Context: an optimization exercise on an open-source flow, tuned for small area, a short achievable clock period and few clock cycles. The choices shown serve that exercise and are no tape-out recipe.
In this exercise RTL edits were held to simulation tests only and were not proved equivalent to the original.
Power and IR drop assume default switching activity.

File: config.mk
export PLATFORM = sky130hd
export DESIGN_NAME = p_cpu
export DESIGN_NICKNAME = p_cpu
export VERILOG_FILES = /design/flow/design.v
export SDC_FILE = /design/flow/constraint.sdc
export NUM_CORES = 4
export LEC_CHECK = 0
export CAP_MARGIN = 20
export CORE_MARGIN = 2
export CORE_UTILIZATION = 35
export PLACE_DENSITY = 0.5
export SLEW_MARGIN = 20
File: constraint.sdc
create_clock -name core_clock -period 9.0 [get_ports {clk}]
set_input_delay 1.8000 -clock core_clock [delete_from_list [all_inputs] [get_ports {clk}]]
set_output_delay 1.8000 -clock core_clock [all_outputs]
set_load 0.01 [all_outputs]
File: design.v
`timescale 1ns / 1ps
`default_nettype none
module cpu_alu #(
    parameter XLEN = 32
) (
    input  wire [XLEN-1:0] operand_a,
    input  wire [XLEN-1:0] operand_b,
    input  wire [3:0]      control,
    output reg  [XLEN-1:0] result,
    output wire            zero,
    output wire            less_than,
    output wire            unsigned_less_than
);
localparam SHIFT_BITS = $clog2(XLEN);  
logic signed [XLEN-1:0] operand_a_signed;
assign operand_a_signed = operand_a;
logic signed [XLEN-1:0] operand_b_signed;
assign operand_b_signed = operand_b;
always_comb begin
    result = {XLEN{1'b0}};
    case (control)
        4'b0000:  result = operand_a + operand_b;
        4'b0001:  result = operand_a - operand_b;
        4'b0010:  result = operand_a & operand_b;
        4'b0011:   result = operand_a | operand_b;
        4'b0100:  result = operand_a ^ operand_b;
        4'b0101:  result = operand_a << operand_b[SHIFT_BITS-1:0];
        4'b0110:  result = operand_a >> operand_b[SHIFT_BITS-1:0];
        4'b0111:  result = operand_a_signed >>> operand_b[SHIFT_BITS-1:0];   
        4'b1000:  result = (operand_a_signed < operand_b_signed) ? 1 : 0;    
        4'b1001: result = (operand_a < operand_b) ? 1 : 0;                  
        default:   result = {XLEN{1'b0}};
    endcase
end
assign zero                = (result == {XLEN{1'b0}});
assign less_than           = (operand_a_signed < operand_b_signed);  
assign unsigned_less_than  = (operand_a < operand_b);                
endmodule
`timescale 1ns / 1ps
`default_nettype none
module cpu_insdecode #(
    parameter XLEN = 32   
) (
    input  wire  [31:0]     instr,
    output wire  [6:0]      opcode,
    output wire  [4:0]      rd,
    output wire  [2:0]      funct3,
    output wire  [4:0]      rs1,
    output wire  [4:0]      rs2,
    output wire  [6:0]      funct7,
    output wire  [11:0]     funct12,
    output logic [XLEN-1:0] imm,
    output wire             is_mem,
    output wire             is_op_imm,
    output wire             is_op,
    output wire             is_lui,
    output wire             is_auipc,
    output wire             is_branch,
    output wire             is_jal,
    output wire             is_jalr,
    output wire             is_system
);
assign opcode = instr[6:0];
assign rd     = instr[11:7];
assign funct3 = instr[14:12];
assign rs1    = instr[19:15];
assign rs2    = instr[24:20];
assign funct7 = instr[31:25];
assign funct12 = instr[31:20];
always_comb begin
    case (opcode)
        7'b0010011,  
        7'b0011011:  
            if (funct3 == 3'b001 || funct3 == 3'b101)  
                imm = {27'b0, instr[24:20]};  
            else
                imm = {{(XLEN-12){instr[31]}}, instr[31:20]};  
        7'b0000011,  
        7'b1110011,  
        7'b1100111,  
        7'b0001111:  
            imm = {{(XLEN-12){instr[31]}}, instr[31:20]};
        7'b0100011:  
            imm = {{(XLEN-12){instr[31]}}, instr[31], instr[30:25], instr[11:7]};
        7'b1100011:  
            imm = {{(XLEN-13){instr[31]}}, instr[31], instr[7], instr[30:25], instr[11:8], 1'b0};
        7'b0110111,  
        7'b0010111:  
            imm = {{(XLEN-32){instr[31]}}, instr[31:12], {12{1'b0}}};
        7'b1101111:  
            imm = {{(XLEN-21){instr[31]}}, instr[31], instr[19:12],
                    instr[20], instr[30:21], 1'b0};
        default:
            imm = {XLEN{1'b0}};
    endcase
end
assign is_mem     = (opcode == 7'b0000011) || (opcode == 7'b0100011);
assign is_op_imm  = (opcode == 7'b0010011) || (opcode == 7'b0011011);
assign is_op      = (opcode == 7'b0110011) || (opcode == 7'b0111011);
assign is_lui     = (opcode == 7'b0110111);
assign is_auipc   = (opcode == 7'b0010111);
assign is_branch  = (opcode == 7'b1100011);
assign is_jal     = (opcode == 7'b1101111);
assign is_jalr    = (opcode == 7'b1100111);
assign is_system  = (opcode == 7'b1110011);
endmodule
`timescale 1ns / 1ps
`default_nettype none
module cpu_regfile #(
    parameter XLEN = 32   
) (
    input  wire             clk,
    input  wire             reset,
    input  wire  [4:0]      rs1_addr,
    input  wire  [4:0]      rs2_addr,
    input  wire  [4:0]      rd_addr,
    input  wire  [XLEN-1:0] rd_data,
    input  wire             rd_write_en,
    output logic [XLEN-1:0] rs1_data,
    output logic [XLEN-1:0] rs2_data,
    output logic [XLEN-1:0] dbg_x1,
    output logic [XLEN-1:0] dbg_x2,
    output logic [XLEN-1:0] dbg_x3
);
logic [XLEN-1:0] reg_array [31:0];
integer i;
always_ff @(posedge clk or posedge reset) begin
    if (reset) begin
        for (i = 0; i < 32; i = i + 1)
            reg_array[i] <= {XLEN{1'b0}};
    end else begin
        if (rd_write_en && rd_addr != 5'b0) begin
            reg_array[rd_addr] <= rd_data;
        end
    end
end
assign rs1_data = reg_array[rs1_addr];
assign rs2_data = reg_array[rs2_addr];
assign dbg_x1 = reg_array[1];
assign dbg_x2 = reg_array[2];
assign dbg_x3 = reg_array[3];
endmodule
`timescale 1ns / 1ps
`default_nettype none
module p_cpu #(
    parameter MHARTID_VAL     = 32'h0000_0000,   
    parameter XLEN            = 32,              
    parameter START_ADDRESS   = 32'h8000_0000,   
    parameter MTVEC_RESET_VAL = 32'h8000_0000,   
    parameter NMI_COUNT       = 1,               
    parameter IRQ_COUNT       = 1                
) (
    input wire                  clk,
    input wire                  reset,
    output wire                  bus_valid,    
    output wire                  bus_rw,       
    output wire [XLEN-1:0]       bus_addr,     
    output wire [XLEN-1:0]       bus_wdata,    
    output wire [XLEN/8-1:0]     bus_wstrb,    
    output wire [2:0]            bus_size,     
    input  wire                  bus_ready,    
    input  wire [XLEN-1:0]       bus_rdata,    
    input  wire                  bus_denied,   
    input  wire                  bus_corrupt,  
    output wire                  trap
);
localparam WSTRB_WIDTH = XLEN / 8;  
typedef enum logic [3:0] {
    STATE_RESET = 4'b0000,   
    STATE_IF    = 4'b0001,   
    STATE_ID    = 4'b0010,   
    STATE_EX    = 4'b0011,   
    STATE_MEM   = 4'b0100,   
    STATE_WB    = 4'b0101,   
    STATE_TRAP  = 4'b0111    
} cpu_state_t;
cpu_state_t state;
typedef enum logic [1:0] {
    ALU,
    BMU,
    MDU
} cpu_work_unit_t;
cpu_work_unit_t work_unit;
typedef enum logic [3:0] {
    TRAP_UNKNOWN,        
    TRAP_UNSUPPORTED,    
    TRAP_HALT,           
    TRAP_INSTRUCTION,    
    TRAP_EBREAK,         
    TRAP_ECALL,          
    TRAP_INTERRUPT,      
    TRAP_I_MISALIGNED,   
    TRAP_L_MISALIGNED,   
    TRAP_S_MISALIGNED    
} trap_cause_t;
trap_cause_t trap_cause;
logic [XLEN-1:0] pc;
logic [31:0]     instr;
logic            halt;
logic [5:0]      test_cpu_reg;
logic            trap_reg;
logic            if_wait;   
logic            mem_wait;  
assign trap = trap_reg;
logic [6:0]      opcode;
logic [4:0]      rd;
logic [2:0]      funct3;
logic [4:0]      rs1;
logic [4:0]      rs2;
logic [6:0]      funct7;
logic [11:0]     funct12;
logic [XLEN-1:0] imm;
logic            is_mem, is_op_imm, is_op;
logic            is_lui, is_auipc, is_branch, is_jal, is_jalr;
logic            is_system;
cpu_insdecode #(.XLEN(XLEN)) instr_decoder_inst (
    .instr    (instr),
    .opcode   (opcode),
    .rd       (rd),
    .funct3   (funct3),
    .rs1      (rs1),
    .rs2      (rs2),
    .funct7   (funct7),
    .funct12  (funct12),
    .imm      (imm),
    .is_mem   (is_mem),
    .is_op_imm(is_op_imm),
    .is_op    (is_op),
    .is_lui   (is_lui),
    .is_auipc (is_auipc),
    .is_branch(is_branch),
    .is_jal   (is_jal),
    .is_jalr  (is_jalr),
    .is_system(is_system)
);
logic [4:0]      rs1_addr, rs2_addr, rd_addr;
logic [XLEN-1:0] rs1_data, rs2_data;
logic [XLEN-1:0] rd_data;
logic            rd_write_en;
cpu_regfile #(.XLEN(XLEN)) reg_file_inst (
    .clk        (clk),
    .reset      (reset),
    .rs1_addr   (rs1_addr),
    .rs2_addr   (rs2_addr),
    .rd_addr    (rd_addr),
    .rd_data    (rd_data),
    .rd_write_en(rd_write_en),
    .rs1_data   (rs1_data),
    .rs2_data   (rs2_data)
);
logic [XLEN-1:0] alu_operand_a, alu_operand_b;
logic [3:0]      alu_control;
logic [XLEN-1:0] alu_result;
logic            alu_zero;
logic            alu_less_than;
logic            alu_unsigned_less_than;
cpu_alu #(.XLEN(XLEN)) alu_inst (
    .operand_a          (alu_operand_a),
    .operand_b          (alu_operand_b),
    .control            (alu_control),
    .result             (alu_result),
    .zero               (alu_zero),
    .less_than          (alu_less_than),
    .unsigned_less_than (alu_unsigned_less_than)
);
logic                   mem_valid;
logic [XLEN-1:0]        mem_address;
logic [XLEN-1:0]        mem_wdata;
logic [XLEN/8-1:0]      mem_wstrb;
logic [2:0]             mem_size;    
logic                   mem_read;
logic [XLEN-1:0]        mem_rdata;
logic                   mem_ready;
logic                   mem_denied;
logic                   mem_corrupt;
assign bus_valid   = mem_valid;
assign bus_addr    = mem_address;
assign bus_wdata   = mem_wdata;
assign bus_wstrb   = mem_wstrb;
assign bus_size    = mem_size;
assign bus_rw      = mem_read;
assign mem_rdata   = bus_rdata;
assign mem_denied  = bus_denied;
assign mem_corrupt = bus_corrupt;
assign mem_ready   = bus_ready;
logic [XLEN-1:0] trap_vector;
always_ff @(posedge clk) begin
    if (reset) begin
        state               <= STATE_IF;
        pc                  <= START_ADDRESS;
        trap_cause          <= TRAP_UNKNOWN;
        trap_reg            <= 1'b0;
        rd_write_en         <= 1'b0;
        mem_valid           <= 1'b0;
        halt                <= 1'b0;
        if_wait             <= 1'b0;
        mem_wait            <= 1'b0;
        test_cpu_reg        <= 6'b100000;
    end else if (halt) begin
    end else begin
        case (state)
            STATE_RESET: begin
                state               <= STATE_IF;
                pc                  <= START_ADDRESS;
                trap_cause          <= TRAP_UNKNOWN;
                trap_reg            <= 1'b0;
                rd_write_en         <= 1'b0;
                mem_valid           <= 1'b0;
                halt                <= 1'b0;
                if_wait             <= 1'b0;
                mem_wait            <= 1'b0;
                test_cpu_reg        <= 6'b100000;
            end
            STATE_IF: begin
                if (halt == 1'b1) begin
                end else if (~mem_ready && ~mem_valid && ~if_wait) begin
                    if (pc[1:0] != 2'b00) begin
                        trap_cause  <= TRAP_I_MISALIGNED;
                        state       <= STATE_TRAP;
                    end else begin
                        test_cpu_reg    <= 6'b000001;
                        rd_write_en      <= 1'b0;  
                        trap_cause       <= TRAP_UNKNOWN;
                        mem_valid        <= 1'b1;  
                        mem_address      <= pc;
                        mem_wdata        <= {XLEN{1'b0}};
                        mem_wstrb        <= {8{1'b0}};
                        mem_read         <= 1'b1;
                        mem_size         <= 3'b010;  
                        if_wait          <= 1'b1;
                    end
                end else if (mem_ready && mem_valid) begin
                    mem_valid       <= 1'b0;
                    test_cpu_reg    <= 6'b000100;
                    instr           <= mem_rdata[31:0];  
                    if_wait         <= 1'b0;
                    state           <= STATE_ID;
                end
            end
            STATE_ID: begin
                rs1_addr    <= rs1;
                rs2_addr    <= rs2;
                rd_write_en <= 1'b0;
                state       <= STATE_EX;
            end
            STATE_EX: begin
                alu_operand_a <= rs1_data;
                alu_operand_b <= is_op_imm ? imm : rs2_data;
                alu_control  <= 4'b0000;
                if (is_op_imm || is_op || is_lui || is_auipc || is_branch) begin
                    state     <= STATE_WB;
                    if (is_op) begin
                        case ({opcode, funct7, funct3})
                            17'b0110011_0000000_000      : begin work_unit <= ALU; alu_control <= 4'b0000; end
                            17'b0110011_0100000_000      : begin work_unit <= ALU; alu_control <= 4'b0001; end
                            17'b0110011_0000000_010      : begin work_unit <= ALU; alu_control <= 4'b1000; end
                            17'b0110011_0000000_011     : begin work_unit <= ALU; alu_control <= 4'b1000; end
                            17'b0110011_0000000_100      : begin work_unit <= ALU; alu_control <= 4'b0100; end
                            17'b0110011_0000000_110       : begin work_unit <= ALU; alu_control <= 4'b0011; end
                            17'b0110011_0000000_111      : begin work_unit <= ALU; alu_control <= 4'b0010; end
                            17'b0110011_0000000_001      : begin work_unit <= ALU; alu_control <= 4'b0101; end
                            17'b0110011_0100000_101      : begin work_unit <= ALU; alu_control <= 4'b0111; end
                            17'b0110011_0000000_101      : begin work_unit <= ALU; alu_control <= 4'b0110; end
                            17'b0111011_0000000_000     : if (XLEN >= 64) begin work_unit <= ALU; alu_control <= 4'b0000; end
                            17'b0111011_0100000_000     : if (XLEN >= 64) begin work_unit <= ALU; alu_control <= 4'b0001; end
                            17'b0111011_0000000_001     : if (XLEN >= 64) begin work_unit <= ALU; alu_control <= 4'b0101; end
                            17'b0111011_0000000_101     : if (XLEN >= 64) begin work_unit <= ALU; alu_control <= 4'b0110; end
                            17'b0111011_0100000_101     : if (XLEN >= 64) begin work_unit <= ALU; alu_control <= 4'b0111; end
                            default: begin
                                trap_cause <= TRAP_INSTRUCTION;
                                state      <= STATE_TRAP;
                            end
                        endcase
                    end else if (is_op_imm) begin
                        alu_operand_b <= (funct3 == 3'b001 || funct3 == 3'b101) ? {27'b0, instr[24:20]} : imm;
                        casex ({opcode, funct3, imm[31:20]})
                            22'b0010011_000_????????????   : begin work_unit <= ALU; alu_control <= 4'b0000; end
                            22'b0010011_001_000000??????   : begin work_unit <= ALU; alu_control <= 4'b0101; end
                            22'b0010011_010_????????????   : begin work_unit <= ALU; alu_control <= 4'b1000; end
                            22'b0010011_011_????????????  : begin work_unit <= ALU; alu_control <= 4'b1001; end
                            22'b0010011_100_????????????   : begin work_unit <= ALU; alu_control <= 4'b0100; end
                            22'b0010011_110_????????????    : begin work_unit <= ALU; alu_control <= 4'b0011; end
                            22'b0010011_111_????????????   : begin work_unit <= ALU; alu_control <= 4'b0010; end
                            22'b0010011_101_000000??????   : begin work_unit <= ALU; alu_control <= 4'b0110; end
                            22'b0010011_101_010000??????   : begin work_unit <= ALU; alu_control <= 4'b0111; end
                            22'b0011011_000_????????????  : if (XLEN >= 64) begin work_unit <= ALU; alu_control <= 4'b0000; end
                            22'b0011011_001_000000??????  : if (XLEN >= 64) begin work_unit <= ALU; alu_control <= 4'b0101; end
                            22'b0011011_101_000000??????  : if (XLEN >= 64) begin work_unit <= ALU; alu_control <= 4'b0110; end
                            22'b0011011_101_010000??????  : if (XLEN >= 64) begin work_unit <= ALU; alu_control <= 4'b0111; end
                            default: begin
                                trap_cause <= TRAP_INSTRUCTION;
                                state      <= STATE_TRAP;
                            end
                        endcase
                    end else if (is_branch) begin
                        case ({opcode, funct3})
                            10'b1100011_000 : begin work_unit <= ALU; alu_control <= 4'b0001; end
                            10'b1100011_001 : begin work_unit <= ALU; alu_control <= 4'b0001; end
                            10'b1100011_100 : begin work_unit <= ALU; alu_control <= 4'b1000; end
                            10'b1100011_110: begin work_unit <= ALU; alu_control <= 4'b1001; end
                            10'b1100011_101 : begin work_unit <= ALU; alu_control <= 4'b1000; end
                            10'b1100011_111: begin work_unit <= ALU; alu_control <= 4'b1001; end
                            default: begin
                                trap_cause <= TRAP_INSTRUCTION;
                                state      <= STATE_TRAP;
                            end
                        endcase
                    end else if (is_lui) begin
                        alu_operand_a <= {XLEN{1'b0}};
                        alu_operand_b <= imm;
                        alu_control   <= 4'b0000;  
                        work_unit     <= ALU;
                    end else if (is_auipc) begin
                        alu_operand_a <= pc;
                        alu_operand_b <= imm;
                        alu_control   <= 4'b0000;  
                        work_unit     <= ALU;
                    end
                end else if (is_mem) begin
                    alu_operand_a <= rs1_data;
                    alu_operand_b <= imm;
                    alu_control   <= 4'b0000;  
                    work_unit     <= ALU;
                    state         <= STATE_MEM;
                end else if (is_jal || is_jalr) begin
                    state         <= STATE_WB;
                end else if (is_system) begin
                    state         <= STATE_WB;
                    casex ({opcode, funct3, funct12})
                        22'b1110011_000_000000000001: begin
                            trap_cause <= TRAP_EBREAK;
                            state      <= STATE_TRAP;
                        end
                        22'b1110011_000_000000000000: begin
                            trap_cause <= TRAP_ECALL;
                            state      <= STATE_TRAP;
                        end
                        default: begin
                            trap_cause <= TRAP_INSTRUCTION;
                            state      <= STATE_TRAP;
                        end
                    endcase
                end else begin
                    trap_cause <= TRAP_INSTRUCTION;
                    state      <= STATE_TRAP;
                end
            end
            STATE_MEM: begin
                if (~mem_ready && ~mem_valid && ~mem_wait) begin
                    mem_valid   <= 1'b1;
                    mem_wait    <= 1'b1;
                    mem_address <= alu_result;
                    case ({opcode, funct3})
                        10'b0000011_100,
                        10'b0000011_000: begin
                            mem_read  <= 1'b1;
                            mem_size  <= 3'b000;
                            mem_wstrb <= 8'b0;
                        end
                        10'b0000011_101,
                        10'b0000011_001: begin
                            if (alu_result[0] != 1'b0) begin
                                mem_valid  <= 1'b0;
                                mem_wait   <= 1'b0;
                                trap_cause <= TRAP_L_MISALIGNED;
                                state      <= STATE_TRAP;
                            end else begin
                                mem_read  <= 1'b1;
                                mem_size  <= 3'b001;
                                mem_wstrb <= 8'b0;
                            end
                        end
                        10'b0000011_110,
                        10'b0000011_010: begin
                            if (alu_result[1:0] != 2'b00) begin
                                mem_valid  <= 1'b0;
                                mem_wait   <= 1'b0;
                                trap_cause <= TRAP_L_MISALIGNED;
                                state      <= STATE_TRAP;
                            end else begin
                                mem_read  <= 1'b1;
                                mem_size  <= 3'b010;
                                mem_wstrb <= 8'b0;
                            end
                        end
                        10'b0000011_011: if (XLEN >= 64) begin
                            if (alu_result[2:0] != 3'b000) begin
                                trap_cause <= TRAP_L_MISALIGNED;
                                state      <= STATE_TRAP;
                            end else begin
                                mem_read  <= 1'b1;
                                mem_size  <= 3'b011;  
                                mem_wstrb <= 8'b0;
                            end
                        end
                        10'b0100011_000: begin
                            mem_read  <= 1'b0;
                            mem_size  <= 3'b000;
                            mem_wdata  <= {{(XLEN-8){1'b0}},rs2_data[7:0]};
                            if (XLEN == 32) begin
                                mem_wstrb <= 4'b0001 << alu_result[1:0];
                            end else if (XLEN == 64) begin
                                mem_wstrb <= 8'b00000001 << alu_result[2:0];
                            end else if (XLEN == 128) begin
                                mem_wstrb <= 16'b0000000000000001 << alu_result[3:0];
                            end else begin
                                mem_wait   <= 1'b0;
                                mem_wstrb  <= {(WSTRB_WIDTH){1'b0}};
                                trap_cause <= TRAP_UNSUPPORTED;
                                state      <= STATE_TRAP;
                            end
                        end
                        10'b0100011_001: begin
                            mem_read  <= 1'b0;
                            mem_size  <= 3'b001;
                            mem_wdata  <= {{(XLEN-16){1'b0}},rs2_data[15:0]};
                            if (XLEN == 32) begin
                                case (alu_result[1:0])
                                    2'b00: begin
                                        mem_wstrb <= 4'b0011;
                                    end
                                    2'b10: begin;
                                        mem_wstrb <= 4'b1100;
                                    end
                                    default: begin
                                        mem_valid  <= 1'b0;
                                        mem_wait   <= 1'b0;
                                        mem_wdata  <= 0;
                                        mem_wstrb  <= {(WSTRB_WIDTH){1'b0}};
                                        trap_cause <= TRAP_S_MISALIGNED;
                                        state      <= STATE_TRAP;
                                    end
                                endcase
                            end else if (XLEN == 64) begin
                                case (alu_result[2:1])
                                    2'b00: mem_wstrb <= 8'b00000011;
                                    2'b01: mem_wstrb <= 8'b00001100;
                                    2'b10: mem_wstrb <= 8'b00110000;
                                    2'b11: mem_wstrb <= 8'b11000000;
                                    default: begin
                                        mem_valid  <= 1'b0;
                                        mem_wait   <= 1'b0;
                                        mem_wdata  <= 0;
                                        mem_wstrb  <= {(WSTRB_WIDTH){1'b0}};
                                        trap_cause <= TRAP_S_MISALIGNED;
                                        state      <= STATE_TRAP;
                                    end
                                endcase
                            end else if (XLEN == 128) begin
                                case (alu_result[3:1])
                                    3'b000: mem_wstrb <= 16'b0000000000000011;
                                    3'b001: mem_wstrb <= 16'b0000000000001100;
                                    3'b010: mem_wstrb <= 16'b0000000000110000;
                                    3'b011: mem_wstrb <= 16'b0000000011000000;
                                    3'b100: mem_wstrb <= 16'b0000001100000000;
                                    3'b101: mem_wstrb <= 16'b0000110000000000;
                                    3'b110: mem_wstrb <= 16'b0011000000000000;
                                    3'b111: mem_wstrb <= 16'b1100000000000000;
                                    default: begin
                                        mem_valid  <= 1'b0;
                                        mem_wait   <= 1'b0;
                                        mem_wdata  <= 0;
                                        mem_wstrb  <= {(WSTRB_WIDTH){1'b0}};
                                        trap_cause <= TRAP_S_MISALIGNED;
                                        state      <= STATE_TRAP;
                                    end
                                endcase
                            end else begin
                                mem_wait    <= 1'b0;
                                mem_wstrb  <= {(WSTRB_WIDTH){1'b0}};
                                trap_cause <= TRAP_UNSUPPORTED;
                                state      <= STATE_TRAP;
                            end
                        end
                        10'b0100011_010: begin
                            mem_read  <= 1'b0;
                            mem_size  <= 3'b010;
                            mem_wdata  <= {{(XLEN-32){1'b0}},rs2_data[31:0]};
                            if (XLEN == 32) begin
                                if (alu_result[1:0] == 2'b00) begin
                                    mem_wstrb <= 4'b1111;
                                end else begin
                                    mem_valid  <= 1'b0;
                                    mem_wait   <= 1'b0;
                                    mem_wdata  <= 0;
                                    mem_wstrb  <= {(WSTRB_WIDTH){1'b0}};
                                    trap_cause <= TRAP_S_MISALIGNED;
                                    state      <= STATE_TRAP;
                                end
                            end else if (XLEN == 64) begin
                                if (alu_result[1:0] == 2'b00) begin
                                    mem_wstrb <= 8'b00001111;
                                end else begin
                                    mem_valid  <= 1'b0;
                                    mem_wait   <= 1'b0;
                                    mem_wdata  <= 0;
                                    mem_wstrb  <= {(WSTRB_WIDTH){1'b0}};
                                    trap_cause <= TRAP_S_MISALIGNED;
                                    state      <= STATE_TRAP;
                                end
                            end else if (XLEN == 128) begin
                                if (alu_result[1:0] == 2'b00) begin
                                    mem_wstrb <= 16'b0000000000001111;
                                end else begin
                                    mem_valid  <= 1'b0;
                                    mem_wait   <= 1'b0;
                                    mem_wdata  <= 0;
                                    mem_wstrb  <= {(WSTRB_WIDTH){1'b0}};
                                    trap_cause <= TRAP_S_MISALIGNED;
                                    state      <= STATE_TRAP;
                                end
                            end else begin
                                mem_wait   <= 1'b0;
                                mem_wstrb  <= {(WSTRB_WIDTH){1'b0}};
                                trap_cause <= TRAP_UNSUPPORTED;
                                state      <= STATE_TRAP;
                            end
                        end
                        10'b0100011_011: if (XLEN >= 64) begin
                            mem_read   <= 1'b0;
                            mem_size   <= 3'b011;  
                            mem_wdata  <= rs2_data;  
                            if (XLEN == 64) begin
                                if (alu_result[2:0] == 3'b000) begin
                                    mem_wstrb <= 8'b11111111;
                                end else begin
                                    mem_valid  <= 1'b0;
                                    mem_wait   <= 1'b0;
                                    mem_wdata  <= 0;
                                    mem_wstrb  <= {(WSTRB_WIDTH){1'b0}};
                                    trap_cause <= TRAP_S_MISALIGNED;
                                    state      <= STATE_TRAP;
                                end
                            end else if (XLEN == 128) begin
                                if (alu_result[3:0] == 4'b0000) begin
                                    mem_wstrb <= 16'b1111111111111111;
                                end else begin
                                    mem_valid  <= 1'b0;
                                    mem_wait   <= 1'b0;
                                    mem_wdata  <= 0;
                                    mem_wstrb  <= {(WSTRB_WIDTH){1'b0}};
                                    trap_cause <= TRAP_S_MISALIGNED;
                                    state      <= STATE_TRAP;
                                end
                            end else begin
                                mem_wait   <= 1'b0;
                                mem_wstrb  <= {(WSTRB_WIDTH){1'b0}};
                                trap_cause <= TRAP_UNSUPPORTED;
                                state      <= STATE_TRAP;
                            end
                        end
                        default: begin
                            mem_valid  <= 1'b0;
                            mem_wait   <= 1'b0;
                            trap_cause <= TRAP_INSTRUCTION;
                            state      <= STATE_TRAP;
                        end
                    endcase
                end else if (mem_ready && mem_read) begin
                    mem_wait  <= 1'b0;
                    mem_valid <= 1'b0;
                    pc        <= pc + 4;
                    state     <= STATE_IF;
                    case ({opcode, funct3})
                        10'b0000011_000: begin
                            rd_addr     <= rd;
                            rd_write_en <= 1'b1;
                            rd_data     <= {{(XLEN-8){mem_rdata[7]}}, mem_rdata[7:0]};
                        end
                        10'b0000011_001: begin
                            rd_addr     <= rd;
                            rd_write_en <= 1'b1;
                            rd_data     <= {{(XLEN-16){mem_rdata[15]}}, mem_rdata[15:0]};
                        end
                        10'b0000011_010: begin
                            rd_addr     <= rd;
                            rd_write_en <= 1'b1;
                            rd_data     <= {{(XLEN-32){mem_rdata[31]}}, mem_rdata[31:0]};
                        end
                        10'b0000011_100: begin
                            rd_addr     <= rd;
                            rd_write_en <= 1'b1;
                            rd_data     <= {{(XLEN-8){1'b0}}, mem_rdata[7:0]};
                        end
                        10'b0000011_101: begin
                            rd_addr     <= rd;
                            rd_write_en <= 1'b1;
                            rd_data     <= {{(XLEN-16){1'b0}}, mem_rdata[15:0]};
                        end
                        10'b0000011_110: begin
                            rd_addr     <= rd;
                            rd_write_en <= 1'b1;
                            rd_data     <= {{(XLEN-32){1'b0}}, mem_rdata[31:0]};
                        end
                        10'b0000011_011: if (XLEN >= 64) begin
                            rd_addr     <= rd;
                            rd_write_en <= 1'b1;
                            rd_data     <= mem_rdata;  
                        end
                        default: begin
                            trap_cause <= TRAP_INSTRUCTION;
                            state      <= STATE_TRAP;
                        end
                    endcase
                end else if (mem_ready && ~mem_read) begin
                    mem_wait  <= 1'b0;
                    mem_valid <= 1'b0;
                    if (mem_corrupt) begin
                    end
                    if (mem_denied) begin
                    end
                    pc        <= pc + 4;
                    state     <= STATE_IF;
                end else begin
                end
            end
            STATE_WB: begin
                rd_write_en <= 1'b0;
                if (rd != 5'b0 && (is_op_imm || is_op || is_lui || is_auipc)) begin
                    case (work_unit)
                        ALU: begin
                            rd_data <= alu_result;
                        end
                    endcase
                    rd_addr     <= rd;
                    rd_write_en <= 1'b1;
                end else if (is_jal || is_jalr) begin
                    rd_data     <= pc + 4;
                    rd_addr     <= rd;
                    rd_write_en <= 1'b1;
                end
                if (is_branch) begin
                    logic take_branch;
                    case (funct3)
                        3'b000: take_branch = alu_zero;                
                        3'b001: take_branch = ~alu_zero;               
                        3'b100: take_branch = alu_less_than;           
                        3'b101: take_branch = ~alu_less_than;          
                        3'b110: take_branch = alu_unsigned_less_than;  
                        3'b111: take_branch = ~alu_unsigned_less_than; 
                        default: take_branch = 1'b0;
                    endcase
                    pc <= take_branch ? pc + imm : pc + 4;
                end else if (is_jal) begin
                    if (pc == pc + imm) begin
                        halt <= 1'b1;
                    end 
                    pc <= pc + imm;
                end else if (is_jalr) begin
                    if (pc == (rs1_data + imm) & ~32'b1) begin
                        halt <= 1'b1;
                    end
                    pc <= (rs1_data + imm) & ~32'b1;  
                end else if (is_system) begin
                    pc <= pc + 4;
                end else begin
                    pc <= pc + 4;
                end
                state <= STATE_IF;
            end
            STATE_TRAP: begin
                trap_reg <= 1'b1;
                state    <= STATE_RESET;
            end
            default: begin
                state <= STATE_RESET;
            end
        endcase
    end
end
endmodule
File: run.sh
#!/bin/bash
# synth_recipe.tcl (not shown) runs the flow's synth.tcl, then flattens the netlist and writes it again
# the make line also repeats each setting of config.mk as NAME=value (left out here)
make -C /OpenROAD-flow-scripts/flow DESIGN_CONFIG=/design/flow/config.mk WORK_HOME=/design/flow/orfs CLKGATE_MAP_FILE= SYNTH_SCRIPT=/design/flow/synth_recipe.tcl finish
==> run_results.csv <==
group,metric,value,unit
yosys,yosysWarnings,5,
global_route,grt_pass1_vias,67212,
job,maxCapViolations,0,
cts,cts_resized,0,
routing,ant_nets,0,
routing,drcViolationCount,0,
yosys,synth-seq-cells,1283,
timing,setup_violations,0,
critical_path,worstPathRequired,9.71,ns
timing,tightest_slew,1.30,ns
yosys,syn_nets,7506,
critical_path,path_cells,"or3b_2 > nor2_4 > a22oi_1 > nand2_1 > nor4_1 > a21oi_1 > buf_4 > inv_1 > fa_1 > nor2b_1 > o21a_1 > o21ai_0 > a211oi_1 > a22oi_1 > o21ai_0 > a311o_1 > a31oi_1 > nand2b_1 > nor2b_1 > mux2i_1 > o21ai_0 > or3_1 > a311oi_1",
yosys,seq_area_frac_synth,43.4,%
critical_path,cp-start-kind,"flop",
global_route,grtUsageTotal,37.4,%
routing,vias_per_cell,7.06,
critical_path,arrival,8.78,ns
cts,cts_root_buf,"clkbuf_16",
timing,fin_skew,0.0475,ns
timing,hold_viol,0,
yosys,syn_area,0.0760,mm²
cts,clock_latency,0.83,ns
placed_design,gp_congestion,1.02,
floorplanning,io_pins,111,
cts,clockBufferDepth,3,
timing,rsz0062_at_grt,"false",
power,p_leak,37.1,nW
placed_design,placedCellCount,9883,
yosys,ys_types,107,
layout,area_delta_synth_final,13.2,%
global_route,grt_max_degree,163,
floorplanning,chipWidth,470,µm
placed_design,port_buffers,107,
routing,drt_iter0_drc,12233,
yosys,yosysTopAreaCellShare,33.7,%
placed_design,place_area,0.0811,mm²
routing,wire_per_inst,42.1,µm
critical_path,cp-end-kind,"flop",
timing,period_share,89.7,%
cts,cts.sinks,1283,
outcome,outcome,"complete, no violations",
yosys,ys.flop_type,"dfrtp_1",
timing,fin_tns_setup,0,ns
power,peakVddDrop,0.000195,V
layout,drive_above_1_share,23.8,%
routing,dr.pass1.iters,8,
global_route,overflow,0,
floorplanning,start_util,35.1,%
yosys,synthArstFlopShare,79.8,%
timing,period_needed,8.08,ns
yosys,synth_area_leaders,"dfrtp_1, mux2_2, edfxtp_1",
critical_path,path_class,"flop to flop",
global_route,grt_pass1_wl,578000,µm
critical_path,crit_path_max_fanout,24,
min_path,hold_path.class,"flop to flop",
cts,holdBufCountCts,0,
timing,hold_ws,0.405,ns
cts,cts_setup_buffers,0,
yosys,synth-edff-count,218,
critical_path,crit_family,"compound AO/OA/AOI/OAI gates",
global_route,antenna_found_initial,30,
floorplanning,core-area,0.217,mm²
routing,vias,71801,
cts,cts_tree,"done",
cts,path_clk_slew,0.06,ns
yosys,syn_avg_cell_area,10.4,µm²
layout,final_area,0.0860,mm²
cts,htree_num_levels,4,
layout,nNetsFinal,7378,
timing,drv_slew,0,
critical_path,cp_common_cell,"o21ai_0",
critical_path,slowest_delay,0.99,ns
routing,routed_wl,428000,µm
layout,regMostFlops,"reg_file_inst.reg_array",
timing,slew_headroom,13.1,%
timing,max_freq,124,MHz
placed_design,dpl.hpwl,274000,µm
layout,stdcell_count,10169,
yosys,synth_largest_area_cell,"dfrtp_1",
critical_path,r2r_setup_slack,0.92,ns
critical_path,crit_buf_inv,2,
yosys,synth_cells,7306,
floorplanning,die_y,470,µm
layout,largest_reg_flops,1024,
cts,numCtsBuffers,143,
floorplanning,rows,171,
critical_path,slowest_stage,"edfxtp_1",
power,power.density,247,mW/mm²
floorplanning,fp.dieArea,0.221,mm²
-- synthesized netlist by cell type (all sizes together) (28+ instances only) --
library cell,instances
o32a,35
mux2i,80
buf,148
nand2,492
xnor2,93
a22oi,478
dfxtp,41
a21o,57
and2,54
edfxtp,218
a221o,106
nor3,136
a211oi,51
o221ai,32
o211ai,49
nand4,143
dfrtp,1024
nor2,353
a21oi,385
ha,159
clkbuf,528
nand2b,37
o21ai,248
o31ai,28
nand3,123
a22o,301
o22ai,48
mux2,1006
a31oi,36
xor2,48
inv,141
nor4,68
a221oi,205
-- final timing paths --
kind                                           startpoint                              end  depth (start not counted)
max                                           rs1_addr[3]                           pc[24]                         23
min in group asynchronous                           reset   reg_file_inst.reg_array[20][0]                          3
max reg2reg                                   rs1_addr[3]                           pc[24]                         23
min                        reg_file_inst.reg_array[0][21]   reg_file_inst.reg_array[0][21]                          0
min reg2reg                reg_file_inst.reg_array[0][21]   reg_file_inst.reg_array[0][21]                          0
max in group asynchronous                           reset  reg_file_inst.reg_array[29][25]                          5
-- through the flow --
| stage | util [%] | worst slack, ns | total power [mW] |
|---|---|---|---|
| after floorplan | - | 1.02 | 12.1 |
| after global placement | 37.5 | 1.46 | 14.8 |
| after detailed placement | 37.5 | 1.40 | 14.8 |
| after CTS | 39.7 | 1.32 | 20.9 |
| after global routing | 39.7 | 0.762 | 21.8 |
| final | 39.7 | 0.924 | 21.2 |
-- routing by layer --
| metal | vias to the layer above | share of wire (%) | global-route usage (%) |
|---|---|---|---|
| met2 | 5898 | 41 | 53.4 |
| met1 | 36560 | 38 | 47.9 |
| met3 | 1498 | 13 | 13.3 |
| li1 | 27819 | - | - |
| met4 | 26 | 7.5 | 23.1 |
| met5 | - | 0.053 | 0.303 |
-- power by group --
part,leakage (nW),switching [mW],internal [mW]
registers,16.2,1.72,7.51
clock network,2.33,2.69,3.41
logic,18.6,3.59,2.31
-- worst register-to-register path: cells and delay by family (launching register included) --
family,cells,cell delay [ns]
muxes,1,0.17
DFF,1,0.99
buffers and inverters,2,0.35
AOI/OAI and AO/OA,11,3.47
and+or+nand+nor,8,2.55
adders and majority gates,1,0.43
-- cell type report --
| cell class | count | area, µm² |
|---|---|---|
| diodes | 24 | 60.1 |
| well taps | 2854 | 3570 |
| flip-flops and latches | 1283 | 33000 |
| multi-input cells | 5203 | 40700 |
| clock buffers | 211 | 4200 |
| clock inverters | 47 | 576 |
| inverters | 144 | 548 |
| repair buffers | 403 | 3400 |
| fillers | 21058 | 130000 |
-- cells in the final DEF (no fill, tap or decap), drive strengths merged, types with 49 or more instances in the layout --
cell type,n
a22o,301
inv,145
dfrtp,1024
edfxtp,218
nor4,68
a22oi,478
nor3,136
clkdlybuf4s50,106
nor2,353
clkbuf,211
nand4,143
a21o,57
nand2,492
a221o,106
o211ai,49
a21oi,385
a211oi,51
mux2i,80
a221oi,205
nand3,123
ha,159
buf,297
and2,54
o21ai,248
mux2,1006
xnor2,93
-- logic make-up (layout without fill, tap and decap cells) --
| group | after synthesis | count (layout) | share of synthesized area [%] |
|---|---|---|---|
| AOI/OAI and AO/OA | 2224 | 2224 | 21.5 |
| and+or+nand+nor | 1568 | 1568 | 9.97 |
| muxes | 1106 | 1106 | 16.5 |
| other | 1 | 25 | 0.00493 |
| xor gates and xnor gates | 141 | 141 | 1.62 |
| buffers and inverters | 820 | 805 | 4.22 |
| DFF | 1283 | 1283 | 43.4 |
| adders and majority gates | 163 | 163 | 2.72 |
Testbench counts, summed over its fixed seeds: cycles 105,612.

-- static timing again, ports no longer ideal --
In the flow no input, the clock included, has a driving cell. The finished layout below was timed again as built, in two steps.
Step 1 sets driving cells, clkbuf_16 on the clock port and buf_2 on the other inputs (assumed; they add their load-dependent delay and slew).
Step 2 times the ports against the registers' clock, not the clock port: input delays grow and output delays shrink by t, the midpoint of the rising clock arrivals with the driver on.
a / b / c = no drivers / after step 1 / after step 2; a / b = the first two.
shift t [ns]: 0.905
slack for setup (ns): 0.924 / 0.924 / 0.924
worst slew at a driven data input, ns: 0.18
cell pins on the clock port's net: 1
After both steps this run still meets setup and hold. For this run, drivers alone change the setup slack by 0.000 ns; drivers and shift together by 0.000 ns.
